From an optimization exercise on the open Yosys and OpenROAD flow, aimed at small area and a short achievable clock period; shortcuts taken in it are not production practice. Function was not checked in any run shown here: the RTL went through the layout flow alone. No activity file was given, so power comes from the tool's default toggle rates.

==> flow/design.v, too long to show whole: its modules and the start of the top module <==
// module user_logic: 1203 lines
// module fa: 4 lines
module user_logic
(
  Bus2IP_Clk,
  Bus2IP_Reset,
  Bus2IP_Data,
  Bus2IP_BE,
  Bus2IP_RdCE,
  Bus2IP_WrCE,
  IP2Bus_Data,
  IP2Bus_RdAck,
  IP2Bus_WrAck,
  IP2Bus_Error
);
  // ...
==> flow/run.sh <==
#!/bin/bash
# synth_recipe.tcl (not shown) runs the flow's synth.tcl, then flattens the netlist and writes it again
# the make line also repeats each setting of config.mk as NAME=value (left out here)
make -C /OpenROAD-flow-scripts/flow DESIGN_CONFIG=/design/flow/config.mk WORK_HOME=/design/flow/orfs CLKGATE_MAP_FILE= SYNTH_SCRIPT=/design/flow/synth_recipe.tcl finish
==> flow/config.mk <==
export PLATFORM = sky130hd
export DESIGN_NAME = user_logic
export DESIGN_NICKNAME = user_logic
export VERILOG_FILES = /design/flow/design.v
export SDC_FILE = /design/flow/constraint.sdc
export NUM_CORES = 4
export LEC_CHECK = 0
export ABC_AREA = 1
export CAP_MARGIN = 20
export CORE_MARGIN = 2
export CORE_UTILIZATION = 40
export SETUP_SLACK_MARGIN = 4
export SLEW_MARGIN = 20
export SYNTH_HIERARCHICAL = 1
export SYNTH_MINIMUM_KEEP_SIZE = 0
export TNS_END_PERCENT = 5
==> flow/constraint.sdc <==
create_clock -name core_clock -period 8.5 [get_ports {Bus2IP_Clk}]
set_input_delay 1.7000 -clock core_clock [delete_from_list [all_inputs] [get_ports {Bus2IP_Clk}]]
set_output_delay 1.7000 -clock core_clock [all_outputs]
set_load 0.01 [all_outputs]
==> impl_metrics.prom, run 1 <==
# TYPE chip_impl_metric gauge
chip_impl_info{name="crit_path_end_kind",value="output port"} 1
chip_impl_info{name="outcome",value="finished clean"} 1
chip_impl_metric{name="synth-edff-count",unit=""} 0
chip_impl_metric{name="share_of_the_final_layout_cell_area_in_multi_input_gates",unit="%"} 65.1
chip_impl_info{name="rsz0062_at_grt",value="true"} 1
chip_impl_metric{name="synth-compound-area-share",unit="%"} 16.5
chip_impl_info{name="cp_slowest_cell",value="sky130_fd_sc_hd__dlygate4sd2_1"} 1
chip_impl_metric{name="design.core.area",unit="um^2"} 36800
chip_impl_info{name="setup.worst_path.start",value="Bus2IP_RdCE[0]"} 1
chip_impl_metric{name="placedCellCount",unit=""} 1995
chip_impl_info{name="worst_r2r_startpoint",value="slv_reg1[28]"} 1
chip_impl_metric{name="holdWs",unit="ps"} 330
chip_impl_metric{name="clk_latency",unit="ps"} 460
chip_impl_info{name="r2r-end",value="t11_0"} 1
chip_impl_metric{name="max-slew-margin-rel",unit="%"} 28.6
chip_impl_metric{name="post-cts-setup-buffers",unit=""} 8
chip_impl_metric{name="nFlopsAndLatches",unit=""} 154
chip_impl_info{name="synth.top_cells.by_area",value="sky130_fd_sc_hd__fa_1, sky130_fd_sc_hd__dfxtp_1, sky130_fd_sc_hd__xor2_1, sky130_fd_sc_hd__o22ai_1, sky130_fd_sc_hd__nand2_1"} 1
chip_impl_metric{name="layout.filler_cells",unit=""} 3509
chip_impl_metric{name="bufAreaShareNonClock",unit="%"} 6.83
chip_impl_metric{name="netlist_instances",unit=""} 1573
chip_impl_metric{name="synth_xor_xnor_area_share",unit="%"} 15.3
chip_impl_metric{name="proportion_of_netlist_area_held_by_the_largest_area_contributor",unit="%"} 31.3
chip_impl_metric{name="first_iter_violations",unit=""} 1558
chip_impl_metric{name="final_design_area_no_fill",unit="um^2"} 16800
chip_impl_metric{name="sequential_cell_area",unit="um^2"} 3100
chip_impl_metric{name="post_synth_instance_area",unit="um^2"} 15000
chip_impl_metric{name="die_outline_height",unit="um"} 198
chip_impl_info{name="mostFrequentLayoutCell",value="sky130_fd_sc_hd__xor2_1"} 1
chip_impl_metric{name="worst_ir_drop_vdd",unit="uV"} 146
chip_impl_metric{name="synth_fa_ha_area_share",unit="%"} 32.6
chip_impl_info{name="setup.worst_path.class",value="input port to output port"} 1
chip_impl_info{name="layout.cells.most_common_list",value="sky130_fd_sc_hd__xor2_1, sky130_fd_sc_hd__o22ai_1, sky130_fd_sc_hd__fa_1, sky130_fd_sc_hd__nand2_1, sky130_fd_sc_hd__dfxtp_1"} 1
chip_impl_info{name="dr.max_layer_used",value="met4"} 1
chip_impl_metric{name="gp_routability_congestion",unit=""} 0.878
chip_impl_metric{name="power_drawn_by_the_sequential_cells",unit="W"} 0.000881
chip_impl_metric{name="grt_max_degree",unit=""} 39
chip_impl_metric{name="taps",unit=""} 468
==> run 2, diff against run 1 <==
--- a/flow/design.v
+++ b/flow/design.v
@@ -502,411 +502,353 @@
   fa us119 (.a(pp8_1), .b(c100), .c(c102), .s(s119), .co(c120));
   wire s121, c122;
   fa us121 (.a(c104), .b(s113), .c(s115), .s(s121), .co(c122));
   wire s123, c124;
   fa us123 (.a(s117), .b(c106), .c(c108), .s(s123), .co(c124));
   wire s125, c126;
   fa us125 (.a(s119), .b(s121), .c(c110), .s(s125), .co(c126));
   wire s127, c128;
-  fa us127 (.a(s123), .b(s125), .c(c112), .s(s127), .co(c128));
+  fa us127 (.a(pp0_18), .b(pp1_16), .c(pp2_14), .s(s127), .co(c128));
   wire s129, c130;
-  fa us129 (.a(pp0_18), .b(pp1_16), .c(pp2_14), .s(s129), .co(c130));
+  fa us129 (.a(pp3_12), .b(pp4_10), .c(pp5_8), .s(s129), .co(c130));
   wire s131, c132;
-  fa us131 (.a(pp3_12), .b(pp4_10), .c(pp5_8), .s(s131), .co(c132));
+  fa us131 (.a(pp6_6), .b(pp7_4), .c(pp8_2), .s(s131), .co(c132));
   wire s133, c134;
-  fa us133 (.a(pp6_6), .b(pp7_4), .c(pp8_2), .s(s133), .co(c134));
+  fa us133 (.a(pp9_0), .b(c114), .c(c116), .s(s133), .co(c134));
   wire s135, c136;
-  fa us135 (.a(pp9_0), .b(c114), .c(c116), .s(s135), .co(c136));
+  fa us135 (.a(c118), .b(s127), .c(s129), .s(s135), .co(c136));
   wire s137, c138;
-  fa us137 (.a(c118), .b(s129), .c(s131), .s(s137), .co(c138));
+  fa us137 (.a(s131), .b(c120), .c(c122), .s(s137), .co(c138));
   wire s139, c140;
-  fa us139 (.a(s133), .b(c120), .c(c122), .s(s139), .co(c140));
+  fa us139 (.a(s133), .b(s135), .c(c124), .s(s139), .co(c140));
   wire s141, c142;
-  fa us141 (.a(s135), .b(s137), .c(c124), .s(s141), .co(c142));
+  fa us141 (.a(pp0_19), .b(pp1_17), .c(pp2_15), .s(s141), .co(c142));
   wire s143, c144;
-  fa us143 (.a(s139), .b(c126), .c(s141), .s(s143), .co(c144));
+  fa us143 (.a(pp3_13), .b(pp4_11), .c(pp5_9), .s(s143), .co(c144));
   wire s145, c146;
-  fa us145 (.a(pp0_19), .b(pp1_17), .c(pp2_15), .s(s145), .co(c146));
+  fa us145 (.a(pp6_7), .b(pp7_5), .c(pp8_3), .s(s145), .co(c146));
   wire s147, c148;
-  fa us147 (.a(pp3_13), .b(pp4_11), .c(pp5_9), .s(s147), .co(c148));
+  fa us147 (.a(nc9), .b(pp9_1), .c(c128), .s(s147), .co(c148));
   wire s149, c150;
-  fa us149 (.a(pp6_7), .b(pp7_5), .c(pp8_3), .s(s149), .co(c150));
+  fa us149 (.a(c130), .b(c132), .c(s141), .s(s149), .co(c150));
   wire s151, c152;
-  fa us151 (.a(nc9), .b(pp9_1), .c(c130), .s(s151), .co(c152));
+  fa us151 (.a(s143), .b(s145), .c(c134), .s(s151), .co(c152));
   wire s153, c154;
-  fa us153 (.a(c132), .b(c134), .c(s145), .s(s153), .co(c154));
+  fa us153 (.a(c136), .b(s147), .c(s149), .s(s153), .co(c154));
   wire s155, c156;
-  fa us155 (.a(s147), .b(s149), .c(c136), .s(s155), .co(c156));
+  fa us155 (.a(c138), .b(s151), .c(s153), .s(s155), .co(c156));
   wire s157, c158;
-  fa us157 (.a(c138), .b(s151), .c(s153), .s(s157), .co(c158));
+  fa us157 (.a(pp0_20), .b(pp1_18), .c(pp2_16), .s(s157), .co(c158));
   wire s159, c160;
-  fa us159 (.a(c140), .b(s155), .c(s157), .s(s159), .co(c160));
+  fa us159 (.a(pp3_14), .b(pp4_12), .c(pp5_10), .s(s159), .co(c160));
   wire s161, c162;
-  fa us161 (.a(c142), .b(s159), .c(c144), .s(s161), .co(c162));
+  fa us161 (.a(pp6_8), .b(pp7_6), .c(pp8_4), .s(s161), .co(c162));
   wire s163, c164;
-  fa us163 (.a(pp0_20), .b(pp1_18), .c(pp2_16), .s(s163), .co(c164));
+  fa us163 (.a(pp9_2), .b(pp10_0), .c(c142), .s(s163), .co(c164));
   wire s165, c166;
-  fa us165 (.a(pp3_14), .b(pp4_12), .c(pp5_10), .s(s165), .co(c166));
+  fa us165 (.a(c144), .b(c146), .c(s157), .s(s165), .co(c166));
   wire s167, c168;
-  fa us167 (.a(pp6_8), .b(pp7_6), .c(pp8_4), .s(s167), .co(c168));
+  fa us167 (.a(s159), .b(s161), .c(c148), .s(s167), .co(c168));
   wire s169, c170;
-  fa us169 (.a(pp9_2), .b(pp10_0), .c(c146), .s(s169), .co(c170));
+  fa us169 (.a(c150), .b(s163), .c(s165), .s(s169), .co(c170));
   wire s171, c172;
-  fa us171 (.a(c148), .b(c150), .c(s163), .s(s171), .co(c172));
+  fa us171 (.a(c152), .b(s167), .c(c154), .s(s171), .co(c172));
   wire s173, c174;
-  fa us173 (.a(s165), .b(s167), .c(c152), .s(s173), .co(c174));
+  fa us173 (.a(pp0_21), .b(pp1_19), .c(pp2_17), .s(s173), .co(c174));
   wire s175, c176;
-  fa us175 (.a(c154), .b(s169), .c(s171), .s(s175), .co(c176));
+  fa us175 (.a(pp3_15), .b(pp4_13), .c(pp5_11), .s(s175), .co(c176));
   wire s177, c178;
-  fa us177 (.a(c156), .b(s173), .c(c158), .s(s177), .co(c178));
+  fa us177 (.a(pp6_9), .b(pp7_7), .c(pp8_5), .s(s177), .co(c178));
   wire s179, c180;
-  fa us179 (.a(s175), .b(c160), .c(s177), .s(s179), .co(c180));
+  fa us179 (.a(pp9_3), .b(nc10), .c(pp10_1), .s(s179), .co(c180));
   wire s181, c182;
-  fa us181 (.a(pp0_21), .b(pp1_19), .c(pp2_17), .s(s181), .co(c182));
+  fa us181 (.a(c158), .b(c160), .c(c162), .s(s181), .co(c182));
   wire s183, c184;
-  fa us183 (.a(pp3_15), .b(pp4_13), .c(pp5_11), .s(s183), .co(c184));
+  fa us183 (.a(s173), .b(s175), .c(s177), .s(s183), .co(c184));
   wire s185, c186;
-  fa us185 (.a(pp6_9), .b(pp7_7), .c(pp8_5), .s(s185), .co(c186));
+  fa us185 (.a(s179), .b(c164), .c(c166), .s(s185), .co(c186));
   wire s187, c188;
-  fa us187 (.a(pp9_3), .b(nc10), .c(pp10_1), .s(s187), .co(c188));
+  fa us187 (.a(s181), .b(s183), .c(c168), .s(s187), .co(c188));
   wire s189, c190;
-  fa us189 (.a(c164), .b(c166), .c(c168), .s(s189), .co(c190));
+  fa us189 (.a(c170), .b(s185), .c(s187), .s(s189), .co(c190));
   wire s191, c192;
-  fa us191 (.a(s181), .b(s183), .c(s185), .s(s191), .co(c192));
+  fa us191 (.a(pp0_22), .b(pp1_20), .c(pp2_18), .s(s191), .co(c192));
   wire s193, c194;
-  fa us193 (.a(s187), .b(c170), .c(c172), .s(s193), .co(c194));
+  fa us193 (.a(pp3_16), .b(pp4_14), .c(pp5_12), .s(s193), .co(c194));
   wire s195, c196;
-  fa us195 (.a(s189), .b(s191), .c(c174), .s(s195), .co(c196));
+  fa us195 (.a(pp6_10), .b(pp7_8), .c(pp8_6), .s(s195), .co(c196));
   wire s197, c198;
-  fa us197 (.a(c176), .b(s193), .c(s195), .s(s197), .co(c198));
+  fa us197 (.a(pp9_4), .b(pp10_2), .c(pp11_0), .s(s197), .co(c198));
   wire s199, c200;
-  fa us199 (.a(pp0_22), .b(pp1_20), .c(pp2_18), .s(s199), .co(c200));
+  fa us199 (.a(c174), .b(c176), .c(c178), .s(s199), .co(c200));
   wire s201, c202;
-  fa us201 (.a(pp3_16), .b(pp4_14), .c(pp5_12), .s(s201), .co(c202));
+  fa us201 (.a(c180), .b(s191), .c(s193), .s(s201), .co(c202));
   wire s203, c204;
-  fa us203 (.a(pp6_10), .b(pp7_8), .c(pp8_6), .s(s203), .co(c204));
+  fa us203 (.a(s195), .b(s197), .c(c182), .s(s203), .co(c204));
   wire s205, c206;
-  fa us205 (.a(pp9_4), .b(pp10_2), .c(pp11_0), .s(s205), .co(c206));
+  fa us205 (.a(c184), .b(s199), .c(s201), .s(s205), .co(c206));
   wire s207, c208;
-  fa us207 (.a(c182), .b(c184), .c(c186), .s(s207), .co(c208));
+  fa us207 (.a(c186), .b(s203), .c(s205), .s(s207), .co(c208));
   wire s209, c210;
-  fa us209 (.a(c188), .b(s199), .c(s201), .s(s209), .co(c210));
+  fa us209 (.a(pp0_23), .b(pp1_21), .c(pp2_19), .s(s209), .co(c210));
   wire s211, c212;
-  fa us211 (.a(s203), .b(s205), .c(c190), .s(s211), .co(c212));
+  fa us211 (.a(pp3_17), .b(pp4_15), .c(pp5_13), .s(s211), .co(c212));
   wire s213, c214;
-  fa us213 (.a(c192), .b(s207), .c(s209), .s(s213), .co(c214));
+  fa us213 (.a(pp6_11), .b(pp7_9), .c(pp8_7), .s(s213), .co(c214));
   wire s215, c216;
-  fa us215 (.a(c194), .b(s211), .c(s213), .s(s215), .co(c216));
+  fa us215 (.a(pp9_5), .b(pp10_3), .c(nc11), .s(s215), .co(c216));
   wire s217, c218;
-  fa us217 (.a(pp0_23), .b(pp1_21), .c(pp2_19), .s(s217), .co(c218));
+  fa us217 (.a(pp11_1), .b(c192), .c(c194), .s(s217), .co(c218));
   wire s219, c220;
-  fa us219 (.a(pp3_17), .b(pp4_15), .c(pp5_13), .s(s219), .co(c220));
+  fa us219 (.a(c196), .b(c198), .c(s209), .s(s219), .co(c220));
   wire s221, c222;
-  fa us221 (.a(pp6_11), .b(pp7_9), .c(pp8_7), .s(s221), .co(c222));
+  fa us221 (.a(s211), .b(s213), .c(s215), .s(s221), .co(c222));
   wire s223, c224;
-  fa us223 (.a(pp9_5), .b(pp10_3), .c(nc11), .s(s223), .co(c224));
+  fa us223 (.a(c200), .b(c202), .c(s217), .s(s223), .co(c224));
   wire s225, c226;
-  fa us225 (.a(pp11_1), .b(c200), .c(c202), .s(s225), .co(c226));
+  fa us225 (.a(s219), .b(s221), .c(c204), .s(s225), .co(c226));
   wire s227, c228;
-  fa us227 (.a(c204), .b(c206), .c(s217), .s(s227), .co(c228));
+  fa us227 (.a(c206), .b(s223), .c(s225), .s(s227), .co(c228));
   wire s229, c230;
-  fa us229 (.a(s219), .b(s221), .c(s223), .s(s229), .co(c230));
+  fa us229 (.a(pp0_24), .b(pp1_22), .c(pp2_20), .s(s229), .co(c230));
   wire s231, c232;
-  fa us231 (.a(c208), .b(c210), .c(s225), .s(s231), .co(c232));
+  fa us231 (.a(pp3_18), .b(pp4_16), .c(pp5_14), .s(s231), .co(c232));
   wire s233, c234;
-  fa us233 (.a(s227), .b(s229), .c(c212), .s(s233), .co(c234));
+  fa us233 (.a(pp6_12), .b(pp7_10), .c(pp8_8), .s(s233), .co(c234));
   wire s235, c236;
-  fa us235 (.a(c214), .b(s231), .c(s233), .s(s235), .co(c236));
+  fa us235 (.a(pp9_6), .b(pp10_4), .c(pp11_2), .s(s235), .co(c236));
   wire s237, c238;
-  fa us237 (.a(pp0_24), .b(pp1_22), .c(pp2_20), .s(s237), .co(c238));
+  fa us237 (.a(pp12_0), .b(c210), .c(c212), .s(s237), .co(c238));
   wire s239, c240;
-  fa us239 (.a(pp3_18), .b(pp4_16), .c(pp5_14), .s(s239), .co(c240));
+  fa us239 (.a(c214), .b(c216), .c(s229), .s(s239), .co(c240));
   wire s241, c242;
-  fa us241 (.a(pp6_12), .b(pp7_10), .c(pp8_8), .s(s241), .co(c242));
+  fa us241 (.a(s231), .b(s233), .c(s235), .s(s241), .co(c242));
   wire s243, c244;
-  fa us243 (.a(pp9_6), .b(pp10_4), .c(pp11_2), .s(s243), .co(c244));
+  fa us243 (.a(c218), .b(c220), .c(c222), .s(s243), .co(c244));
   wire s245, c246;
-  fa us245 (.a(pp12_0), .b(c218), .c(c220), .s(s245), .co(c246));
+  fa us245 (.a(s237), .b(s239), .c(s241), .s(s245), .co(c246));
   wire s247, c248;
-  fa us247 (.a(c222), .b(c224), .c(s237), .s(s247), .co(c248));
+  fa us247 (.a(c224), .b(s243), .c(s245), .s(s247), .co(c248));
   wire s249, c250;
-  fa us249 (.a(s239), .b(s241), .c(s243), .s(s249), .co(c250));
+  fa us249 (.a(pp0_25), .b(pp1_23), .c(pp2_21), .s(s249), .co(c250));
   wire s251, c252;
-  fa us251 (.a(c226), .b(c228), .c(c230), .s(s251), .co(c252));
+  fa us251 (.a(pp3_19), .b(pp4_17), .c(pp5_15), .s(s251), .co(c252));
   wire s253, c254;
-  fa us253 (.a(s245), .b(s247), .c(s249), .s(s253), .co(c254));
+  fa us253 (.a(pp6_13), .b(pp7_11), .c(pp8_9), .s(s253), .co(c254));
   wire s255, c256;
-  fa us255 (.a(c232), .b(s251), .c(s253), .s(s255), .co(c256));
+  fa us255 (.a(pp9_7), .b(pp10_5), .c(pp11_3), .s(s255), .co(c256));
   wire s257, c258;
-  fa us257 (.a(pp0_25), .b(pp1_23), .c(pp2_21), .s(s257), .co(c258));
+  fa us257 (.a(nc12), .b(pp12_1), .c(c230), .s(s257), .co(c258));
   wire s259, c260;
-  fa us259 (.a(pp3_19), .b(pp4_17), .c(pp5_15), .s(s259), .co(c260));
+  fa us259 (.a(c232), .b(c234), .c(c236), .s(s259), .co(c260));
   wire s261, c262;
-  fa us261 (.a(pp6_13), .b(pp7_11), .c(pp8_9), .s(s261), .co(c262));
+  fa us261 (.a(s249), .b(s251), .c(s253), .s(s261), .co(c262));
   wire s263, c264;
-  fa us263 (.a(pp9_7), .b(pp10_5), .c(pp11_3), .s(s263), .co(c264));
+  fa us263 (.a(s255), .b(c238), .c(c240), .s(s263), .co(c264));
   wire s265, c266;
-  fa us265 (.a(nc12), .b(pp12_1), .c(c238), .s(s265), .co(c266));
+  fa us265 (.a(c242), .b(s257), .c(s259), .s(s265), .co(c266));
   wire s267, c268;
-  fa us267 (.a(c240), .b(c242), .c(c244), .s(s267), .co(c268));
+  fa us267 (.a(s261), .b(c244), .c(c246), .s(s267), .co(c268));
   wire s269, c270;
-  fa us269 (.a(s257), .b(s259), .c(s261), .s(s269), .co(c270));
+  fa us269 (.a(s263), .b(s265), .c(c248), .s(s269), .co(c270));
   wire s271, c272;
-  fa us271 (.a(s263), .b(c246), .c(c248), .s(s271), .co(c272));
+  fa us271 (.a(pp0_26), .b(pp1_24), .c(pp2_22), .s(s271), .co(c272));
   wire s273, c274;
-  fa us273 (.a(c250), .b(s265), .c(s267), .s(s273), .co(c274));
+  fa us273 (.a(pp3_20), .b(pp4_18), .c(pp5_16), .s(s273), .co(c274));
   wire s275, c276;
-  fa us275 (.a(s269), .b(c252), .c(c254), .s(s275), .co(c276));
+  fa us275 (.a(pp6_14), .b(pp7_12), .c(pp8_10), .s(s275), .co(c276));
   wire s277, c278;
-  fa us277 (.a(s271), .b(s273), .c(c256), .s(s277), .co(c278));
+  fa us277 (.a(pp9_8), .b(pp10_6), .c(pp11_4), .s(s277), .co(c278));
   wire s279, c280;
-  fa us279 (.a(pp0_26), .b(pp1_24), .c(pp2_22), .s(s279), .co(c280));
+  fa us279 (.a(pp12_2), .b(pp13_0), .c(c250), .s(s279), .co(c280));
   wire s281, c282;
-  fa us281 (.a(pp3_20), .b(pp4_18), .c(pp5_16), .s(s281), .co(c282));
+  fa us281 (.a(c252), .b(c254), .c(c256), .s(s281), .co(c282));
   wire s283, c284;
-  fa us283 (.a(pp6_14), .b(pp7_12), .c(pp8_10), .s(s283), .co(c284));
+  fa us283 (.a(s271), .b(s273), .c(s275), .s(s283), .co(c284));
   wire s285, c286;
-  fa us285 (.a(pp9_8), .b(pp10_6), .c(pp11_4), .s(s285), .co(c286));
+  fa us285 (.a(s277), .b(c258), .c(c260), .s(s285), .co(c286));
   wire s287, c288;
-  fa us287 (.a(pp12_2), .b(pp13_0), .c(c258), .s(s287), .co(c288));
+  fa us287 (.a(c262), .b(s279), .c(s281), .s(s287), .co(c288));
   wire s289, c290;
-  fa us289 (.a(c260), .b(c262), .c(c264), .s(s289), .co(c290));
+  fa us289 (.a(s283), .b(c264), .c(c266), .s(s289), .co(c290));
   wire s291, c292;
-  fa us291 (.a(s279), .b(s281), .c(s283), .s(s291), .co(c292));
+  fa us291 (.a(s285), .b(s287), .c(c268), .s(s291), .co(c292));
   wire s293, c294;
-  fa us293 (.a(s285), .b(c266), .c(c268), .s(s293), .co(c294));
+  fa us293 (.a(pp0_27), .b(pp1_25), .c(pp2_23), .s(s293), .co(c294));
   wire s295, c296;
-  fa us295 (.a(c270), .b(s287), .c(s289), .s(s295), .co(c296));
+  fa us295 (.a(pp3_21), .b(pp4_19), .c(pp5_17), .s(s295), .co(c296));
   wire s297, c298;
-  fa us297 (.a(s291), .b(c272), .c(c274), .s(s297), .co(c298));
+  fa us297 (.a(pp6_15), .b(pp7_13), .c(pp8_11), .s(s297), .co(c298));
   wire s299, c300;
-  fa us299 (.a(s293), .b(s295), .c(c276), .s(s299), .co(c300));
+  fa us299 (.a(pp9_9), .b(pp10_7), .c(pp11_5), .s(s299), .co(c300));
   wire s301, c302;
-  fa us301 (.a(pp0_27), .b(pp1_25), .c(pp2_23), .s(s301), .co(c302));
+  fa us301 (.a(pp12_3), .b(nc13), .c(pp13_1), .s(s301), .co(c302));
   wire s303, c304;
-  fa us303 (.a(pp3_21), .b(pp4_19), .c(pp5_17), .s(s303), .co(c304));
+  fa us303 (.a(c272), .b(c274), .c(c276), .s(s303), .co(c304));
   wire s305, c306;
-  fa us305 (.a(pp6_15), .b(pp7_13), .c(pp8_11), .s(s305), .co(c306));
+  fa us305 (.a(c278), .b(s293), .c(s295), .s(s305), .co(c306));
   wire s307, c308;
-  fa us307 (.a(pp9_9), .b(pp10_7), .c(pp11_5), .s(s307), .co(c308));
+  fa us307 (.a(s297), .b(s299), .c(s301), .s(s307), .co(c308));
   wire s309, c310;
-  fa us309 (.a(pp12_3), .b(nc13), .c(pp13_1), .s(s309), .co(c310));
+  fa us309 (.a(c280), .b(c282), .c(c284), .s(s309), .co(c310));
   wire s311, c312;
-  fa us311 (.a(c280), .b(c282), .c(c284), .s(s311), .co(c312));
+  fa us311 (.a(s303), .b(s305), .c(s307), .s(s311), .co(c312));
   wire s313, c314;
-  fa us313 (.a(c286), .b(s301), .c(s303), .s(s313), .co(c314));
+  fa us313 (.a(c286), .b(c288), .c(s309), .s(s313), .co(c314));
   wire s315, c316;
-  fa us315 (.a(s305), .b(s307), .c(s309), .s(s315), .co(c316));
+  fa us315 (.a(s311), .b(c290), .c(s313), .s(s315), .co(c316));
   wire s317, c318;
-  fa us317 (.a(c288), .b(c290), .c(c292), .s(s317), .co(c318));
+  fa us317 (.a(pp0_28), .b(pp1_26), .c(pp2_24), .s(s317), .co(c318));
   wire s319, c320;
-  fa us319 (.a(s311), .b(s313), .c(s315), .s(s319), .co(c320));
+  fa us319 (.a(pp3_22), .b(pp4_20), .c(pp5_18), .s(s319), .co(c320));
   wire s321, c322;
-  fa us321 (.a(c294), .b(c296), .c(s317), .s(s321), .co(c322));
+  fa us321 (.a(pp6_16), .b(pp7_14), .c(pp8_12), .s(s321), .co(c322));
   wire s323, c324;
-  fa us323 (.a(s319), .b(c298), .c(s321), .s(s323), .co(c324));
+  fa us323 (.a(pp9_10), .b(pp10_8), .c(pp11_6), .s(s323), .co(c324));
   wire s325, c326;
-  fa us325 (.a(pp0_28), .b(pp1_26), .c(pp2_24), .s(s325), .co(c326));
+  fa us325 (.a(pp12_4), .b(pp13_2), .c(pp14_0), .s(s325), .co(c326));
   wire s327, c328;
-  fa us327 (.a(pp3_22), .b(pp4_20), .c(pp5_18), .s(s327), .co(c328));
+  fa us327 (.a(c294), .b(c296), .c(c298), .s(s327), .co(c328));
   wire s329, c330;
-  fa us329 (.a(pp6_16), .b(pp7_14), .c(pp8_12), .s(s329), .co(c330));
+  fa us329 (.a(c300), .b(c302), .c(s317), .s(s329), .co(c330));
   wire s331, c332;
-  fa us331 (.a(pp9_10), .b(pp10_8), .c(pp11_6), .s(s331), .co(c332));
+  fa us331 (.a(s319), .b(s321), .c(s323), .s(s331), .co(c332));
   wire s333, c334;
-  fa us333 (.a(pp12_4), .b(pp13_2), .c(pp14_0), .s(s333), .co(c334));
+  fa us333 (.a(s325), .b(c304), .c(c306), .s(s333), .co(c334));
   wire s335, c336;
-  fa us335 (.a(c302), .b(c304), .c(c306), .s(s335), .co(c336));
+  fa us335 (.a(c308), .b(s327), .c(s329), .s(s335), .co(c336));
   wire s337, c338;
-  fa us337 (.a(c308), .b(c310), .c(s325), .s(s337), .co(c338));
+  fa us337 (.a(s331), .b(c310), .c(c312), .s(s337), .co(c338));
   wire s339, c340;
-  fa us339 (.a(s327), .b(s329), .c(s331), .s(s339), .co(c340));
+  fa us339 (.a(s333), .b(s335), .c(c314), .s(s339), .co(c340));
   wire s341, c342;
-  fa us341 (.a(s333), .b(c312), .c(c314), .s(s341), .co(c342));
+  fa us341 (.a(pp0_29), .b(pp1_27), .c(pp2_25), .s(s341), .co(c342));
   wire s343, c344;
-  fa us343 (.a(c316), .b(s335), .c(s337), .s(s343), .co(c344));
+  fa us343 (.a(pp3_23), .b(pp4_21), .c(pp5_19), .s(s343), .co(c344));
   wire s345, c346;
-  fa us345 (.a(s339), .b(c318), .c(c320), .s(s345), .co(c346));
+  fa us345 (.a(pp6_17), .b(pp7_15), .c(pp8_13), .s(s345), .co(c346));
   wire s347, c348;
-  fa us347 (.a(s341), .b(s343), .c(c322), .s(s347), .co(c348));
+  fa us347 (.a(pp9_11), .b(pp10_9), .c(pp11_7), .s(s347), .co(c348));
   wire s349, c350;
-  fa us349 (.a(pp0_29), .b(pp1_27), .c(pp2_25), .s(s349), .co(c350));
+  fa us349 (.a(pp12_5), .b(pp13_3), .c(nc14), .s(s349), .co(c350));
   wire s351, c352;
-  fa us351 (.a(pp3_23), .b(pp4_21), .c(pp5_19), .s(s351), .co(c352));
+  fa us351 (.a(pp14_1), .b(c318), .c(c320), .s(s351), .co(c352));
   wire s353, c354;
-  fa us353 (.a(pp6_17), .b(pp7_15), .c(pp8_13), .s(s353), .co(c354));
+  fa us353 (.a(c322), .b(c324), .c(c326), .s(s353), .co(c354));
   wire s355, c356;
-  fa us355 (.a(pp9_11), .b(pp10_9), .c(pp11_7), .s(s355), .co(c356));
+  fa us355 (.a(s341), .b(s343), .c(s345), .s(s355), .co(c356));
   wire s357, c358;
-  fa us357 (.a(pp12_5), .b(pp13_3), .c(nc14), .s(s357), .co(c358));
+  fa us357 (.a(s347), .b(s349), .c(c328), .s(s357), .co(c358));
   wire s359, c360;
-  fa us359 (.a(pp14_1), .b(c326), .c(c328), .s(s359), .co(c360));
+  fa us359 (.a(c330), .b(c332), .c(s351), .s(s359), .co(c360));
   wire s361, c362;
-  fa us361 (.a(c330), .b(c332), .c(c334), .s(s361), .co(c362));
+  fa us361 (.a(s353), .b(s355), .c(c334), .s(s361), .co(c362));
   wire s363, c364;
-  fa us363 (.a(s349), .b(s351), .c(s353), .s(s363), .co(c364));
+  fa us363 (.a(s357), .b(c336), .c(s359), .s(s363), .co(c364));
   wire s365, c366;
-  fa us365 (.a(s355), .b(s357), .c(c336), .s(s365), .co(c366));
+  fa us365 (.a(c338), .b(s361), .c(s363), .s(s365), .co(c366));
   wire s367, c368;
-  fa us367 (.a(c338), .b(c340), .c(s359), .s(s367), .co(c368));
+  fa us367 (.a(pp0_30), .b(pp1_28), .c(pp2_26), .s(s367), .co(c368));
   wire s369, c370;
-  fa us369 (.a(s361), .b(s363), .c(c342), .s(s369), .co(c370));
+  fa us369 (.a(pp3_24), .b(pp4_22), .c(pp5_20), .s(s369), .co(c370));
   wire s371, c372;
-  fa us371 (.a(s365), .b(c344), .c(s367), .s(s371), .co(c372));
+  fa us371 (.a(pp6_18), .b(pp7_16), .c(pp8_14), .s(s371), .co(c372));
   wire s373, c374;
-  fa us373 (.a(c346), .b(s369), .c(s371), .s(s373), .co(c374));
+  fa us373 (.a(pp9_12), .b(pp10_10), .c(pp11_8), .s(s373), .co(c374));
   wire s375, c376;
-  fa us375 (.a(pp0_30), .b(pp1_28), .c(pp2_26), .s(s375), .co(c376));
+  fa us375 (.a(pp12_6), .b(pp13_4), .c(pp14_2), .s(s375), .co(c376));
   wire s377, c378;
-  fa us377 (.a(pp3_24), .b(pp4_22), .c(pp5_20), .s(s377), .co(c378));
+  fa us377 (.a(pp15_0), .b(c342), .c(c344), .s(s377), .co(c378));
   wire s379, c380;
-  fa us379 (.a(pp6_18), .b(pp7_16), .c(pp8_14), .s(s379), .co(c380));
+  fa us379 (.a(c346), .b(c348), .c(c350), .s(s379), .co(c380));
   wire s381, c382;
-  fa us381 (.a(pp9_12), .b(pp10_10), .c(pp11_8), .s(s381), .co(c382));
+  fa us381 (.a(s367), .b(s369), .c(s371), .s(s381), .co(c382));
   wire s383, c384;
-  fa us383 (.a(pp12_6), .b(pp13_4), .c(pp14_2), .s(s383), .co(c384));
+  fa us383 (.a(s373), .b(s375), .c(c352), .s(s383), .co(c384));
   wire s385, c386;
-  fa us385 (.a(pp15_0), .b(c350), .c(c352), .s(s385), .co(c386));
+  fa us385 (.a(c354), .b(c356), .c(s377), .s(s385), .co(c386));
   wire s387, c388;
-  fa us387 (.a(c354), .b(c356), .c(c358), .s(s387), .co(c388));
+  fa us387 (.a(s379), .b(s381), .c(c358), .s(s387), .co(c388));
   wire s389, c390;
-  fa us389 (.a(s375), .b(s377), .c(s379), .s(s389), .co(c390));
+  fa us389 (.a(c360), .b(s383), .c(s385), .s(s389), .co(c390));
   wire s391, c392;
-  fa us391 (.a(s381), .b(s383), .c(c360), .s(s391), .co(c392));
-  wire s393, c394;
-  fa us393 (.a(c362), .b(c364), .c(s385), .s(s393), .co(c394));
-  wire s395, c396;
-  fa us395 (.a(s387), .b(s389), .c(c366), .s(s395), .co(c396));
-  wire s397, c398;
-  fa us397 (.a(c368), .b(s391), .c(s393), .s(s397), .co(c398));
-  wire s399, c400;
-  fa us399 (.a(c370), .b(s395), .c(c372), .s(s399), .co(c400));
+  fa us391 (.a(c362), .b(s387), .c(c364), .s(s391), .co(c392));
+  wire s393;
+  fa us393 (.a(pp0_31), .b(pp1_29), .c(pp2_27), .s(s393), .co());
+  wire s394;
+  fa us394 (.a(pp3_25), .b(pp4_23), .c(pp5_21), .s(s394), .co());
+  wire s395;
+  fa us395 (.a(pp6_19), .b(pp7_17), .c(pp8_15), .s(s395), .co());
+  wire s396;
+  fa us396 (.a(pp9_13), .b(pp10_11), .c(pp11_9), .s(s396), .co());
+  wire s397;
+  fa us397 (.a(pp12_7), .b(pp13_5), .c(pp14_3), .s(s397), .co());
+  wire s398;
+  fa us398 (.a(pp15_1), .b(c368), .c(c370), .s(s398), .co());
+  wire s399;
+  fa us399 (.a(c372), .b(c374), .c(c376), .s(s399), .co());
+  wire s400;
+  fa us400 (.a(s393), .b(s394), .c(s395), .s(s400), .co());
   wire s401;
-  fa us401 (.a(pp0_31), .b(pp1_29), .c(pp2_27), .s(s401), .co());
+  fa us401 (.a(s396), .b(s397), .c(c378), .s(s401), .co());
   wire s402;
-  fa us402 (.a(pp3_25), .b(pp4_23), .c(pp5_21), .s(s402), .co());
+  fa us402 (.a(c380), .b(c382), .c(s398), .s(s402), .co());
   wire s403;
-  fa us403 (.a(pp6_19), .b(pp7_17), .c(pp8_15), .s(s403), .co());
+  fa us403 (.a(s399), .b(s400), .c(c384), .s(s403), .co());
   wire s404;
-  fa us404 (.a(pp9_13), .b(pp10_11), .c(pp11_9), .s(s404), .co());
+  fa us404 (.a(c386), .b(s401), .c(s402), .s(s404), .co());
   wire s405;
-  fa us405 (.a(pp12_7), .b(pp13_5), .c(pp14_3), .s(s405), .co());
-  wire s406;
-  fa us406 (.a(pp15_1), .b(c376), .c(c378), .s(s406), .co());
-  wire s407;
-  fa us407 (.a(c380), .b(c382), .c(c384), .s(s407), .co());
-  wire s408;
-  fa us408 (.a(s401), .b(s402), .c(s403), .s(s408), .co());
-  wire s409;
-  fa us409 (.a(s404), .b(s405), .c(c386), .s(s409), .co());
-  wire s410;
-  fa us410 (.a(c388), .b(c390), .c(s406), .s(s410), .co());
-  wire s411;
-  fa us411 (.a(s407), .b(s408), .c(c392), .s(s411), .co());
-  wire s412;
-  fa us412 (.a(c394), .b(s409), .c(s410), .s(s412), .co());
-  wire s413;
-  fa us413 (.a(c396), .b(s411), .c(c398), .s(s413), .co());
-  wire x31a = s412;
-  wire x31b = c400;
-  wire x438 = s412 ^ c400;
-  wire x439 = s413 ^ x438;
-  wire x31 = x439;
-  wire [31:0] rx = {x31a, s397, c348, s345, c300, s297, s275, c234, c216, c196, c178, c162, s161, c128, s127, c98, s97, c72, s71, c50, s49, c32, s31, c18, s17, c8, s7, c2, s1, pp0_2, nc0, pp0_0};
-  wire [31:0] ry = {x31b, c374, s373, c324, s323, c278, s277, c236, s235, c198, c180, s179, 1'b0, s143, 1'b0, s111, 1'b0, s83, 1'b0, s59, 1'b0, s39, 1'b0, s23, 1'b0, s11, 1'b0, s3, 1'b0, pp1_0, pp0_1, 1'b0};
-  wire log0_0 = pp0_0 & 1'b0;
-  wire lop0 = pp0_0 ^ 1'b0;
-  wire log1_1 = nc0 & pp0_1;
-  wire lop1 = nc0 ^ pp0_1;
-  wire log2_2 = pp0_2 & pp1_0;
-  wire lop2 = pp0_2 ^ pp1_0;
-  wire log3_3 = s1 & 1'b0;
-  wire lop3 = s1 ^ 1'b0;
-  wire log4_4 = c2 & s3;
-  wire lop4 = c2 ^ s3;
-  wire log5_5 = s7 & 1'b0;
-  wire lop5 = s7 ^ 1'b0;
-  wire log6_6 = c8 & s11;
-  wire lop6 = c8 ^ s11;
-  wire log7_7 = s17 & 1'b0;
-  wire lop7 = s17 ^ 1'b0;
-  wire log8_8 = c18 & s23;
-  wire lop8 = c18 ^ s23;
-  wire log9_9 = s31 & 1'b0;
-  wire lop9 = s31 ^ 1'b0;
-  wire log10_10 = c32 & s39;
-  wire lop10 = c32 ^ s39;
-  wire log11_11 = s49 & 1'b0;
-  wire lop11 = s49 ^ 1'b0;
-  wire log1_0 = log1_1 | (lop1 & log0_0);
-  wire loP1_0 = lop1 & lop0;
-  wire log2_0 = log2_2 | (lop2 & log1_0);
-  wire loP2_0 = lop2 & loP1_0;
-  wire log3_0 = log3_3 | (lop3 & log2_0);
-  wire loP3_0 = lop3 & loP2_0;
-  wire log4_0 = log4_4 | (lop4 & log3_0);
-  wire loP4_0 = lop4 & loP3_0;
-  wire log5_0 = log5_5 | (lop5 & log4_0);
-  wire loP5_0 = lop5 & loP4_0;
-  wire log6_0 = log6_6 | (lop6 & log5_0);
-  wire loP6_0 = lop6 & loP5_0;
-  wire log7_0 = log7_7 | (lop7 & log6_0);
-  wire loP7_0 = lop7 & loP6_0;
-  wire log8_0 = log8_8 | (lop8 & log7_0);
-  wire loP8_0 = lop8 & loP7_0;
-  wire log9_0 = log9_9 | (lop9 & log8_0);
-  wire loP9_0 = lop9 & loP8_0;
-  wire log10_0 = log10_10 | (lop10 & log9_0);
-  wire loP10_0 = lop10 & loP9_0;
-  wire log11_0 = log11_11 | (lop11 & log10_0);
-  wire loP11_0 = lop11 & loP10_0;
-  wire lsum0 = lop0;
-  wire lsum1 = lop1 ^ log0_0;
-  wire lsum2 = lop2 ^ log1_0;
-  wire lsum3 = lop3 ^ log2_0;
-  wire lsum4 = lop4 ^ log3_0;
-  wire lsum5 = lop5 ^ log4_0;
-  wire lsum6 = lop6 ^ log5_0;
-  wire lsum7 = lop7 ^ log6_0;
-  wire lsum8 = lop8 ^ log7_0;
-  wire lsum9 = lop9 ^ log8_0;
-  wire lsum10 = lop10 ^ log9_0;
-  wire lsum11 = lop11 ^ log10_0;
-  wire lcout = log11_0;
+  fa us405 (.a(c388), .b(s403), .c(c390), .s(s405), .co());
+  wire x31a = s404;
+  wire x31b = c392;
+  wire x436 = s404 ^ c392;
+  wire x437 = s405 ^ x436;
+  wire x31 = x437;
+  wire [31:0] rx = {x31a, s389, c340, s337, c292, s289, s267, c226, c208, c188, c172, s169, c140, s137, s123, c98, s97, c72, s71, c50, s49, c32, s31, c18, s17, c8, s7, c2, s1, pp0_2, nc0, pp0_0};
+  wire [31:0] ry = {x31b, c366, s365, c316, s315, c270, s269, c228, s227, c190, s189, c156, s155, c126, c112, s111, 1'b0, s83, 1'b0, s59, 1'b0, s39, 1'b0, s23, 1'b0, s11, 1'b0, s3, 1'b0, pp1_0, pp0_1, 1'b0};
   reg t0_0;
   reg t1_0;
+  reg t1_1;
   reg t2_0;
+  reg t2_1;
   reg t3_0;
   reg t4_0;
+  reg t4_1;
   reg t5_0;
   reg t6_0;
+  reg t6_1;
   reg t7_0;
   reg t8_0;
+  reg t8_1;
   reg t9_0;
   reg t10_0;
+  reg t10_1;
   reg t11_0;
   reg t12_0;
   reg t12_1;
-  reg t12_2;
   reg t13_0;
   reg t14_0;
   reg t14_1;
   reg t15_0;
   reg t16_0;
   reg t16_1;
   reg t17_0;
+  reg t17_1;
+  reg t17_2;
   reg t18_0;
   reg t18_1;
+  reg t18_2;
   reg t19_0;
+  reg t19_1;
   reg t20_0;
   reg t20_1;
+  reg t20_2;
   reg t21_0;
   reg t21_1;
-  reg t21_2;
   reg t22_0;
   reg t22_1;
   reg t22_2;
   reg t23_0;
   reg t23_1;
   reg t24_0;
   reg t24_1;
   reg t24_2;
@@ -924,161 +866,176 @@
   reg t29_1;
   reg t30_0;
   reg t30_1;
   reg t30_2;
   reg t31_0;
   reg t31_1;
   reg t31_2;
   always @(posedge Bus2IP_Clk) begin
-    t0_0 <= lsum0;
-    t1_0 <= lsum1;
-    t2_0 <= lsum2;
-    t3_0 <= lsum3;
-    t4_0 <= lsum4;
-    t5_0 <= lsum5;
-    t6_0 <= lsum6;
-    t7_0 <= lsum7;
-    t8_0 <= lsum8;
-    t9_0 <= lsum9;
-    t10_0 <= lsum10;
-    t11_0 <= lsum11;
+    t0_0 <= pp0_0;
+    t1_0 <= nc0;
+    t1_1 <= pp0_1;
+    t2_0 <= pp0_2;
+    t2_1 <= pp1_0;
+    t3_0 <= s1;
+    t4_0 <= c2;
+    t4_1 <= s3;
+    t5_0 <= s7;
+    t6_0 <= c8;
+    t6_1 <= s11;
+    t7_0 <= s17;
+    t8_0 <= c18;
+    t8_1 <= s23;
+    t9_0 <= s31;
+    t10_0 <= c32;
+    t10_1 <= s39;
+    t11_0 <= s49;
     t12_0 <= c50;
     t12_1 <= s59;
-    t12_2 <= lcout;
     t13_0 <= s71;
     t14_0 <= c72;
     t14_1 <= s83;
     t15_0 <= s97;
     t16_0 <= c98;
     t16_1 <= s111;
-    t17_0 <= s127;
-    t18_0 <= c128;
-    t18_1 <= s143;
-    t19_0 <= s161;
-    t20_0 <= c162;
-    t20_1 <= s179;
-    t21_0 <= c178;
-    t21_1 <= c180;
-    t21_2 <= s197;
-    t22_0 <= c196;
-    t22_1 <= c198;
-    t22_2 <= s215;
-    t23_0 <= c216;
-    t23_1 <= s235;
-    t24_0 <= c234;
-    t24_1 <= c236;
-    t24_2 <= s255;
-    t25_0 <= s275;
-    t25_1 <= s277;
-    t26_0 <= s297;
-    t26_1 <= c278;
-    t26_2 <= s299;
-    t27_0 <= c300;
-    t27_1 <= s323;
-    t28_0 <= s345;
-    t28_1 <= c324;
-    t28_2 <= s347;
-    t29_0 <= c348;
-    t29_1 <= s373;
-    t30_0 <= s397;
-    t30_1 <= c374;
-    t30_2 <= s399;
-    t31_0 <= s412;
-    t31_1 <= c400;
-    t31_2 <= s413;
+    t17_0 <= s123;
+    t17_1 <= c112;
+    t17_2 <= s125;
+    t18_0 <= s137;
+    t18_1 <= c126;
+    t18_2 <= s139;
+    t19_0 <= c140;
+    t19_1 <= s155;
+    t20_0 <= s169;
+    t20_1 <= c156;
+    t20_2 <= s171;
+    t21_0 <= c172;
+    t21_1 <= s189;
+    t22_0 <= c188;
+    t22_1 <= c190;
+    t22_2 <= s207;
+    t23_0 <= c208;
+    t23_1 <= s227;
+    t24_0 <= c226;
+    t24_1 <= c228;
+    t24_2 <= s247;
+    t25_0 <= s267;
+    t25_1 <= s269;
+    t26_0 <= s289;
+    t26_1 <= c270;
+    t26_2 <= s291;
+    t27_0 <= c292;
+    t27_1 <= s315;
+    t28_0 <= s337;
+    t28_1 <= c316;
+    t28_2 <= s339;
+    t29_0 <= c340;
+    t29_1 <= s365;
+    t30_0 <= s389;
+    t30_1 <= c366;
+    t30_2 <= s391;
+    t31_0 <= s404;
+    t31_1 <= c392;
+    t31_2 <= s405;
   end
+  wire s406, c407;
+  fa us406 (.a(t17_0), .b(t17_1), .c(t17_2), .s(s406), .co(c407));
+  wire s408, c409;
+  fa us408 (.a(t18_0), .b(t18_1), .c(t18_2), .s(s408), .co(c409));
+  wire s410, c411;
+  fa us410 (.a(t19_0), .b(t19_1), .c(c409), .s(s410), .co(c411));
+  wire s412, c413;
+  fa us412 (.a(t20_0), .b(t20_1), .c(t20_2), .s(s412), .co(c413));
   wire s414, c415;
-  fa us414 (.a(t12_0), .b(t12_1), .c(t12_2), .s(s414), .co(c415));
+  fa us414 (.a(t21_0), .b(t21_1), .c(c413), .s(s414), .co(c415));
   wire s416, c417;
-  fa us416 (.a(t21_0), .b(t21_1), .c(t21_2), .s(s416), .co(c417));
+  fa us416 (.a(t22_0), .b(t22_1), .c(t22_2), .s(s416), .co(c417));
   wire s418, c419;
-  fa us418 (.a(t22_0), .b(t22_1), .c(t22_2), .s(s418), .co(c419));
+  fa us418 (.a(t23_0), .b(t23_1), .c(c417), .s(s418), .co(c419));
   wire s420, c421;
-  fa us420 (.a(t23_0), .b(t23_1), .c(c419), .s(s420), .co(c421));
+  fa us420 (.a(t24_0), .b(t24_1), .c(t24_2), .s(s420), .co(c421));
   wire s422, c423;
-  fa us422 (.a(t24_0), .b(t24_1), .c(t24_2), .s(s422), .co(c423));
+  fa us422 (.a(t25_0), .b(t25_1), .c(c421), .s(s422), .co(c423));
   wire s424, c425;
-  fa us424 (.a(t25_0), .b(t25_1), .c(c423), .s(s424), .co(c425));
+  fa us424 (.a(t26_0), .b(t26_1), .c(t26_2), .s(s424), .co(c425));
   wire s426, c427;
-  fa us426 (.a(t26_0), .b(t26_1), .c(t26_2), .s(s426), .co(c427));
+  fa us426 (.a(t27_0), .b(t27_1), .c(c425), .s(s426), .co(c427));
   wire s428, c429;
-  fa us428 (.a(t27_0), .b(t27_1), .c(c427), .s(s428), .co(c429));
+  fa us428 (.a(t28_0), .b(t28_1), .c(t28_2), .s(s428), .co(c429));
   wire s430, c431;
-  fa us430 (.a(t28_0), .b(t28_1), .c(t28_2), .s(s430), .co(c431));
+  fa us430 (.a(t29_0), .b(t29_1), .c(c429), .s(s430), .co(c431));
   wire s432, c433;
-  fa us432 (.a(t29_0), .b(t29_1), .c(c431), .s(s432), .co(c433));
+  fa us432 (.a(t30_0), .b(t30_1), .c(t30_2), .s(s432), .co(c433));
   wire s434, c435;
-  fa us434 (.a(t30_0), .b(t30_1), .c(t30_2), .s(s434), .co(c435));
-  wire s436, c437;
-  fa us436 (.a(t31_0), .b(t31_1), .c(t31_2), .s(s436), .co(c437));
+  fa us434 (.a(t31_0), .b(t31_1), .c(t31_2), .s(s434), .co(c435));
   wire adg0_0 = t0_0 & 1'b0;
   wire adp0 = t0_0 ^ 1'b0;
-  wire adg1_1 = t1_0 & 1'b0;
-  wire adp1 = t1_0 ^ 1'b0;
-  wire adg2_2 = t2_0 & 1'b0;
-  wire adp2 = t2_0 ^ 1'b0;
+  wire adg1_1 = t1_0 & t1_1;
+  wire adp1 = t1_0 ^ t1_1;
+  wire adg2_2 = t2_0 & t2_1;
+  wire adp2 = t2_0 ^ t2_1;
   wire adg3_3 = t3_0 & 1'b0;
   wire adp3 = t3_0 ^ 1'b0;
-  wire adg4_4 = t4_0 & 1'b0;
-  wire adp4 = t4_0 ^ 1'b0;
+  wire adg4_4 = t4_0 & t4_1;
+  wire adp4 = t4_0 ^ t4_1;
   wire adg5_5 = t5_0 & 1'b0;
   wire adp5 = t5_0 ^ 1'b0;
-  wire adg6_6 = t6_0 & 1'b0;
-  wire adp6 = t6_0 ^ 1'b0;
+  wire adg6_6 = t6_0 & t6_1;
+  wire adp6 = t6_0 ^ t6_1;
   wire adg7_7 = t7_0 & 1'b0;
   wire adp7 = t7_0 ^ 1'b0;
-  wire adg8_8 = t8_0 & 1'b0;
-  wire adp8 = t8_0 ^ 1'b0;
+  wire adg8_8 = t8_0 & t8_1;
+  wire adp8 = t8_0 ^ t8_1;
   wire adg9_9 = t9_0 & 1'b0;
   wire adp9 = t9_0 ^ 1'b0;
-  wire adg10_10 = t10_0 & 1'b0;
-  wire adp10 = t10_0 ^ 1'b0;
+  wire adg10_10 = t10_0 & t10_1;
+  wire adp10 = t10_0 ^ t10_1;
   wire adg11_11 = t11_0 & 1'b0;
   wire adp11 = t11_0 ^ 1'b0;
-  wire adg12_12 = s414 & 1'b0;
-  wire adp12 = s414 ^ 1'b0;
-  wire adg13_13 = t13_0 & c415;
-  wire adp13 = t13_0 ^ c415;
+  wire adg12_12 = t12_0 & t12_1;
+  wire adp12 = t12_0 ^ t12_1;
+  wire adg13_13 = t13_0 & 1'b0;
+  wire adp13 = t13_0 ^ 1'b0;
   wire adg14_14 = t14_0 & t14_1;
   wire adp14 = t14_0 ^ t14_1;
   wire adg15_15 = t15_0 & 1'b0;
   wire adp15 = t15_0 ^ 1'b0;
   wire adg16_16 = t16_0 & t16_1;
   wire adp16 = t16_0 ^ t16_1;
-  wire adg17_17 = t17_0 & 1'b0;
-  wire adp17 = t17_0 ^ 1'b0;
-  wire adg18_18 = t18_0 & t18_1;
-  wire adp18 = t18_0 ^ t18_1;
-  wire adg19_19 = t19_0 & 1'b0;
-  wire adp19 = t19_0 ^ 1'b0;
-  wire adg20_20 = t20_0 & t20_1;
-  wire adp20 = t20_0 ^ t20_1;
-  wire adg21_21 = s416 & 1'b0;
-  wire adp21 = s416 ^ 1'b0;
-  wire adg22_22 = c417 & s418;
-  wire adp22 = c417 ^ s418;
-  wire adg23_23 = s420 & 1'b0;
-  wire adp23 = s420 ^ 1'b0;
-  wire adg24_24 = c421 & s422;
-  wire adp24 = c421 ^ s422;
-  wire adg25_25 = s424 & 1'b0;
-  wire adp25 = s424 ^ 1'b0;
-  wire adg26_26 = c425 & s426;
-  wire adp26 = c425 ^ s426;
-  wire adg27_27 = s428 & 1'b0;
-  wire adp27 = s428 ^ 1'b0;
-  wire adg28_28 = c429 & s430;
-  wire adp28 = c429 ^ s430;
-  wire adg29_29 = s432 & 1'b0;
-  wire adp29 = s432 ^ 1'b0;
-  wire adg30_30 = c433 & s434;
-  wire adp30 = c433 ^ s434;
-  wire adg31_31 = c435 & s436;
-  wire adp31 = c435 ^ s436;
+  wire adg17_17 = s406 & 1'b0;
+  wire adp17 = s406 ^ 1'b0;
+  wire adg18_18 = c407 & s408;
+  wire adp18 = c407 ^ s408;
+  wire adg19_19 = s410 & 1'b0;
+  wire adp19 = s410 ^ 1'b0;
+  wire adg20_20 = c411 & s412;
+  wire adp20 = c411 ^ s412;
+  wire adg21_21 = s414 & 1'b0;
+  wire adp21 = s414 ^ 1'b0;
+  wire adg22_22 = c415 & s416;
+  wire adp22 = c415 ^ s416;
+  wire adg23_23 = s418 & 1'b0;
+  wire adp23 = s418 ^ 1'b0;
+  wire adg24_24 = c419 & s420;
+  wire adp24 = c419 ^ s420;
+  wire adg25_25 = s422 & 1'b0;
+  wire adp25 = s422 ^ 1'b0;
+  wire adg26_26 = c423 & s424;
+  wire adp26 = c423 ^ s424;
+  wire adg27_27 = s426 & 1'b0;
+  wire adp27 = s426 ^ 1'b0;
+  wire adg28_28 = c427 & s428;
+  wire adp28 = c427 ^ s428;
+  wire adg29_29 = s430 & 1'b0;
+  wire adp29 = s430 ^ 1'b0;
+  wire adg30_30 = c431 & s432;
+  wire adp30 = c431 ^ s432;
+  wire adg31_31 = c433 & s434;
+  wire adp31 = c433 ^ s434;
   wire adg1_0 = adg1_1 | (adp1 & adg0_0);
   wire adP1_0 = adp1 & adp0;
   wire adg2_0 = adg2_2 | (adp2 & adg1_0);
   wire adP2_0 = adp2 & adP1_0;
   wire adg3_0 = adg3_3 | (adp3 & adg2_0);
   wire adP3_0 = adp3 & adP2_0;
   wire adg5_4 = adg5_5 | (adp5 & adg4_4);
   wire adP5_4 = adp5 & adp4;
@@ -1174,30 +1131,28 @@
   wire adP26_0 = adP26_24 & adP23_0;
   wire adg28_0 = adg28_28 | (adp28 & adg27_0);
   wire adP28_0 = adp28 & adP27_0;
   wire adg29_0 = adg29_28 | (adP29_28 & adg27_0);
   wire adP29_0 = adP29_28 & adP27_0;
   wire adg30_0 = adg30_28 | (adP30_28 & adg27_0);
   wire adP30_0 = adP30_28 & adP27_0;
   wire [31:0] psum = {(adp31 ^ adg30_0), (adp30 ^ adg29_0), (adp29 ^ adg28_0), (adp28 ^ adg27_0), (adp27 ^ adg26_0), (adp26 ^ adg25_0), (adp25 ^ adg24_0), (adp24 ^ adg23_0), (adp23 ^ adg22_0), (adp22 ^ adg21_0), (adp21 ^ adg20_0), (adp20 ^ adg19_0), (adp19 ^ adg18_0), (adp18 ^ adg17_0), (adp17 ^ adg16_0), (adp16 ^ adg15_0), (adp15 ^ adg14_0), (adp14 ^ adg13_0), (adp13 ^ adg12_0), (adp12 ^ adg11_0), (adp11 ^ adg10_0), (adp10 ^ adg9_0), (adp9 ^ adg8_0), (adp8 ^ adg7_0), (adp7 ^ adg6_0), (adp6 ^ adg5_0), (adp5 ^ adg4_0), (adp4 ^ adg3_0), (adp3 ^ adg2_0), (adp2 ^ adg1_0), (adp1 ^ adg0_0), (adp0)};
-  wire [31:0] pnext = psum;
-  reg r2z;
-  always @(posedge Bus2IP_Clk) r2z <= Bus2IP_Reset | rst_d;
+  wire [31:0] pnext = (Bus2IP_Reset | rst_d) ? 32'd0 : psum;
   always @(posedge Bus2IP_Clk) begin
     rst_d <= Bus2IP_Reset;
     for (k = 0; k < 32; k = k + 1)
       slv_reg2[k] <= pnext[31-k];
   end
   reg [0:31] rdata;
   always @(*) begin
     case (Bus2IP_RdCE)
       3'b100:  rdata = slv_reg0;
       3'b010:  rdata = slv_reg1;
-      3'b001:  rdata = r2z ? 32'd0 : slv_reg2;
+      3'b001:  rdata = slv_reg2;
       default: rdata = 32'd0;
     endcase
   end
   assign IP2Bus_Data  = rdata;
   assign IP2Bus_RdAck = |Bus2IP_RdCE;
   assign IP2Bus_WrAck = |Bus2IP_WrCE;
   assign IP2Bus_Error = 1'b0;
 endmodule
==> flow/config.mk (replaced) <==
export PLATFORM = sky130hd
export DESIGN_NAME = user_logic
export DESIGN_NICKNAME = user_logic
export VERILOG_FILES = /design/flow/design.v
export SDC_FILE = /design/flow/constraint.sdc
export NUM_CORES = 4
export LEC_CHECK = 0
export ABC_AREA = 1
export CAP_MARGIN = 20
export CORE_MARGIN = 2
export CORE_UTILIZATION = 40
export SETUP_SLACK_MARGIN = 4.5
export SLEW_MARGIN = 20
export SYNTH_HIERARCHICAL = 1
export SYNTH_MINIMUM_KEEP_SIZE = 0
export TNS_END_PERCENT = 5
==> run 2 against run 1 <==
Still clean. Register-to-register slack improved by 410 ps. Worst setup slack improved by 60 ps. Synthesized cell count rose by 5.4%. Cell count rose by 8.6%. Hold slack improved by 83 ps. Sequential share of layout area fell by 0.89 points. Non-clock buffer count rose by 49. Clock power rose by 2%. Critical path depth did not move. Via count rose by 6.8%. Critical path type unchanged.
==> impl_metrics.prom, run 2 <==
# TYPE chip_impl_metric gauge
chip_impl_metric{name="cp.buffers_inverters",unit=""} 5
chip_impl_info{name="cp_slowest_cell",value="sky130_fd_sc_hd__bufinv_16"} 1
chip_impl_metric{name="grt_usage",unit="%"} 27.1
chip_impl_metric{name="final_design_area_no_fill",unit="um^2"} 18700
chip_impl_metric{name="inserted_diodes",unit=""} 0
chip_impl_metric{name="via_count_of_the_first_global_routing_pass",unit=""} 13122
chip_impl_metric{name="dp.final_hpwl",unit="um"} 34900
chip_impl_metric{name="drtAntennaViolNets",unit=""} 0
chip_impl_metric{name="row_count",unit=""} 71
chip_impl_info{name="crit_path_cell_trace",value="buf_8, inv_4, nor3_4, bufinv_16, buf_16, o221ai_4, buf_2"} 1
chip_impl_metric{name="final_max_slew_viol_count",unit=""} 0
chip_impl_metric{name="clkPwrFrac",unit="%"} 29.3
chip_impl_metric{name="final.setup_skew",unit="ps"} 18.1
chip_impl_metric{name="synth.lib_cells_used.distinct",unit=""} 31
chip_impl_metric{name="dr.pass1.iters",unit=""} 6
chip_impl_metric{name="critical_path.max_fanout",unit=""} 8
chip_impl_metric{name="grt_pass1_wl",unit="um"} 80100
chip_impl_metric{name="grt_max_degree",unit=""} 67
chip_impl_metric{name="post_synth.cell_area_avg",unit="um^2"} 9.22
chip_impl_metric{name="flop_and_latch_count_out_of_synthesis",unit=""} 162
chip_impl_metric{name="port_buffers",unit=""} 77
chip_impl_info{name="layout.cells.most_common_list",value="sky130_fd_sc_hd__xor2_1, sky130_fd_sc_hd__o22ai_1, sky130_fd_sc_hd__fa_1, sky130_fd_sc_hd__dfxtp_1, sky130_fd_sc_hd__nand2_1"} 1
chip_impl_metric{name="chipWidth",unit="um"} 200
chip_impl_info{name="synthFlopType",value="sky130_fd_sc_hd__dfxtp_1"} 1
chip_impl_metric{name="synth_async_reset_ratio",unit="%"} 0
chip_impl_metric{name="tns",unit="ps"} 0
chip_impl_metric{name="placed_cell_area",unit="um^2"} 16900
chip_impl_info{name="tritoncts",value="done"} 1
chip_impl_metric{name="max_freq",unit="MHz"} 223
chip_impl_metric{name="clk_latency",unit="ps"} 460
chip_impl_metric{name="critical_path_required",unit="ps"} 6800
chip_impl_metric{name="report.power.total",unit="W"} 0.00275
chip_impl_info{name="crit_path_end_kind",value="output port"} 1
chip_impl_info{name="hp-class",value="register to register"} 1
chip_impl_metric{name="drt-wirelength-per-cell",unit="um"} 24.4
chip_impl_info{name="yosys.area.top_type",value="sky130_fd_sc_hd__fa_1"} 1
chip_impl_metric{name="power.share.sequential",unit="%"} 35.3
chip_impl_metric{name="worstMarginPinSlew",unit="ps"} 1040
chip_impl_info{name="ctsRootBufferMaster",value="sky130_fd_sc_hd__clkbuf_16"} 1
chip_impl_metric{name="max-slew-margin-rel",unit="%"} 30.6
chip_impl_metric{name="cts.htree.levels",unit=""} 4
chip_impl_metric{name="final_global_route_overflow_total",unit=""} 0
chip_impl_metric{name="drv_cap",unit=""} 0
chip_impl_metric{name="power_frac_comb",unit="%"} 35.4
chip_impl_metric{name="proportion_of_netlist_area_held_by_the_largest_area_contributor",unit="%"} 30.4
chip_impl_metric{name="timing.critical_path.arrival",unit="ps"} 2780
chip_impl_metric{name="cts_max_path_buffers",unit=""} 2
chip_impl_metric{name="viasPerCell",unit=""} 6.01
chip_impl_metric{name="net-switching-power",unit="W"} 0.00108
chip_impl_info{name="outcome",value="finished clean"} 1
chip_impl_metric{name="post_synth_instance_area",unit="um^2"} 15300
chip_impl_metric{name="worst_ir_drop_vdd",unit="uV"} 133
chip_impl_metric{name="synth_nets",unit=""} 1950
chip_impl_metric{name="grt_antenna_before_repair",unit=""} 2
chip_impl_info{name="synth.top_cells.by_area",value="sky130_fd_sc_hd__fa_1, sky130_fd_sc_hd__dfxtp_1, sky130_fd_sc_hd__xor2_1, sky130_fd_sc_hd__o22ai_1, sky130_fd_sc_hd__nand2_1"} 1
chip_impl_info{name="yosysMostFrequentCell",value="sky130_fd_sc_hd__xor2_1"} 1
chip_impl_metric{name="finalCritPeriodShare",unit="%"} 52.7
chip_impl_metric{name="drt_wl_total",unit="um"} 54300
chip_impl_info{name="mostFrequentLayoutCell",value="sky130_fd_sc_hd__xor2_1"} 1
chip_impl_metric{name="netSwitchingFraction",unit="%"} 39.1
chip_impl_info{name="rsz0062_at_grt",value="true"} 1
chip_impl_info{name="critPathLaunchType",value="input port"} 1
chip_impl_metric{name="numCtsBuffers",unit=""} 17
chip_impl_metric{name="synth-edff-count",unit=""} 0
chip_impl_metric{name="multi_input_comb_area",unit="um^2"} 11800
chip_impl_metric{name="finalCoreUtilization",unit="%"} 49.7
chip_impl_info{name="reg.largest.list",value="slv_reg0 (32), slv_reg1 (32), slv_reg2 (32)"} 1
chip_impl_metric{name="num_io_pins",unit=""} 79
chip_impl_metric{name="sequential_cell_area",unit="um^2"} 3280
chip_impl_metric{name="die_outline_height",unit="um"} 200
chip_impl_metric{name="critPathMaxStageDelay",unit="ps"} 240
chip_impl_metric{name="clk_pin_slew_worst_paths",unit="ps"} 80
chip_impl_metric{name="p_int",unit="W"} 0.00168
chip_impl_metric{name="first_iter_violations",unit=""} 1494
chip_impl_metric{name="drive_above_1_share",unit="%"} 16.2
chip_impl_metric{name="netlist_instances",unit=""} 1658
chip_impl_metric{name="dieArea",unit="um^2"} 39800
chip_impl_metric{name="layout.filler_cells",unit=""} 3487
chip_impl_info{name="setup.worst_path.class",value="input port to output port"} 1
chip_impl_metric{name="power_leakage",unit="nW"} 8.98
chip_impl_metric{name="design.core.area",unit="um^2"} 37700
chip_impl_metric{name="clock-sinks",unit=""} 162
chip_impl_metric{name="hold_violations",unit=""} 0
chip_impl_metric{name="vias",unit=""} 13362
chip_impl_info{name="synth.top_cells.by_count",value="sky130_fd_sc_hd__xor2_1, sky130_fd_sc_hd__o22ai_1, sky130_fd_sc_hd__fa_1"} 1
chip_impl_metric{name="powerDensity",unit="nW/um^2"} 147
chip_impl_metric{name="sequential_cell_area_fraction_in_the_yosys_report",unit="%"} 21.2
chip_impl_metric{name="area.growth.synth_to_final",unit="%"} 22.5
chip_impl_metric{name="design.final.nets",unit=""} 1992
chip_impl_metric{name="post-route-drc-count",unit=""} 0
chip_impl_metric{name="number_of_endpoints_failing_setup_at_the_final_stage",unit=""} 0
chip_impl_info{name="path_delay_family",value="buffers and inverters"} 1
chip_impl_metric{name="ys_warn_count",unit=""} 7
chip_impl_metric{name="floorplan.initialDensity",unit="%"} 40.6
chip_impl_metric{name="gp_routability_congestion",unit=""} 0.885
chip_impl_metric{name="final.min_clock_period",unit="ps"} 4480
## run 2: cell types whose count changed in the layout (fill, tap and decap cells not counted), sizes merged, moves of 16 or more
| cell | before | now |
|---|---|---|
| a211oi | 37 | 70 |
| a21oi | 31 | 9 |
| buf | 73 | 118 |
| mux2 | 16 | 0 |
| nand2 | 160 | 176 |
| nor2 | 63 | 122 |
## run 2: stage by stage
step	hold WS (ps)	instances	worst slack, ps
finish	414	2224	4020
global route	425	2224	3980
CTS	415	2180	4010
detailed placement	404	2131	2570
global placement	403	2131	2600
floorplan	394	1658	4470
## run 2: power by group through the flow
stage	Sequential (W)	Combinational (W)	Clock (W)
2_1_floorplan	0.000950	0.000653	0
3_3_place_gp	0.000989	0.000890	0
3_5_place_dp	0.000988	0.000905	0
4_1_cts	0.000972	0.000932	0.000816
5_1_grt	0.000987	0.00108	0.000848
6_report	0.000972	0.000975	0.000808
## run 2: worst paths after layout
check                 startpoint  slack (ps)  cells past startpoint              end
setup / recovery  Bus2IP_RdCE[1]        4020                      7  IP2Bus_Data[11]
hold / removal              t0_0         410                      2     slv_reg2[31]
setup reg to reg     slv_reg1[6]        4370                     10            t29_1
hold reg to reg             t0_0         410                      2     slv_reg2[31]
## run 2: final cells by class
cell class	count	share of cell area [%]
multi-input combinational	1224	63.1
tap	511	3.41
clock inverter	15	0.948
timing repair buffer	168	9.76
timing repair inverter	3	0.0801
sequential	162	17.5
inverter	124	2.98
clock buffer	17	2.27
## run 2: cells by family (layout without fill, tap and decap cells)
| kind of cell | Yosys count | in the layout | synth area share, % |
|---|---|---|---|
| XOR/XNOR | 263 | 263 | 15.1 |
| flip-flops | 162 | 162 | 21.2 |
| other | 1 | 1 | 0.0245 |
| adder cells (fa/ha/maj) | 248 | 248 | 31.7 |
| buffers and inverters | 274 | 327 | 6.85 |
| AO/OA/AOI/OAI | 386 | 386 | 16.7 |
| AND/OR/NAND/NOR | 324 | 326 | 8.45 |
## run 2: what timing repair did
action,CTS,global route
gates resized for setup,188,113
endpoints found under the setup margin,85,77
pin swaps,6,23
gates cloned,6,10
setup buffers,11,34
hold buffers,0,0
## run 2: worst reg2reg max path: stages, from the launching register on
cell and delay, ps:
sky130_fd_sc_hd__dfxtp_1 700, sky130_fd_sc_hd__inv_1 250, sky130_fd_sc_hd__nand2_1 120, sky130_fd_sc_hd__nand2_1 200, sky130_fd_sc_hd__o22ai_1 240, sky130_fd_sc_hd__xor2_1 230
sky130_fd_sc_hd__fa_1 460, sky130_fd_sc_hd__fa_1 410, sky130_fd_sc_hd__fa_1 450, sky130_fd_sc_hd__fa_1 530, sky130_fd_sc_hd__fa_1 400
## run 2: per-layer routing
| metal | global-route usage, % | share of wire, % | vias to the layer above | wire [um] |
|---|---|---|---|---|
| met5 | 0 | 0.022 | - | 12 |
| met4 | 10.4 | 4.5 | 2 | 2470 |
| met3 | 6.90 | 10 | 197 | 5540 |
| met2 | 42.3 | 45 | 875 | 24400 |
| met1 | 36.2 | 40 | 6613 | 21900 |
| li1 | - | - | 5675 | - |
## run 2: per-module statistics from Yosys (local to each module, per instance)
module | times used | cells inside | flops+latches
user_logic | 1 | 1434 | 162
fa | 224 | 1 | 0

what the ideal ports hide:
The flow's constraints put no driver on any port. The routed layouts listed below were extracted and timed again, unchanged, in two steps. Step 1 (the two cells are an assumption about what drives the block):
set clk [get_ports {Bus2IP_Clk}]
set_driving_cell -lib_cell sky130_fd_sc_hd__clkbuf_16 $clk
set_driving_cell -lib_cell sky130_fd_sc_hd__buf_2 [delete_from_list [all_inputs] $clk]
Step 2 also shifts input and output timing later by t, the mid clock arrival at the registers, as if the neighbouring blocks saw the same clock. a / b / c = no drivers / after step 1 / after step 2; a / b = the first two.
| run | shift t [ns] | setup slack, ns | hold WS [ns] | worst register clock-pin slew, ns | worst slew at a driven data input, ns |
|---|---|---|---|---|---|
| run 1 | 0.507 | 3.959 / 3.941 / 3.941 | 0.330 / 0.330 / 0.330 | 0.08 / 0.08 | 0.08 |
| run 2 | 0.508 | 4.018 / 3.964 / 3.964 | 0.414 / 0.414 / 0.414 | 0.08 / 0.08 | 0.07 |
After both steps every run listed still meets setup and hold. For run 2, which loses most, drivers alone change the setup slack by -0.054 ns; drivers and shift together by -0.054 ns.
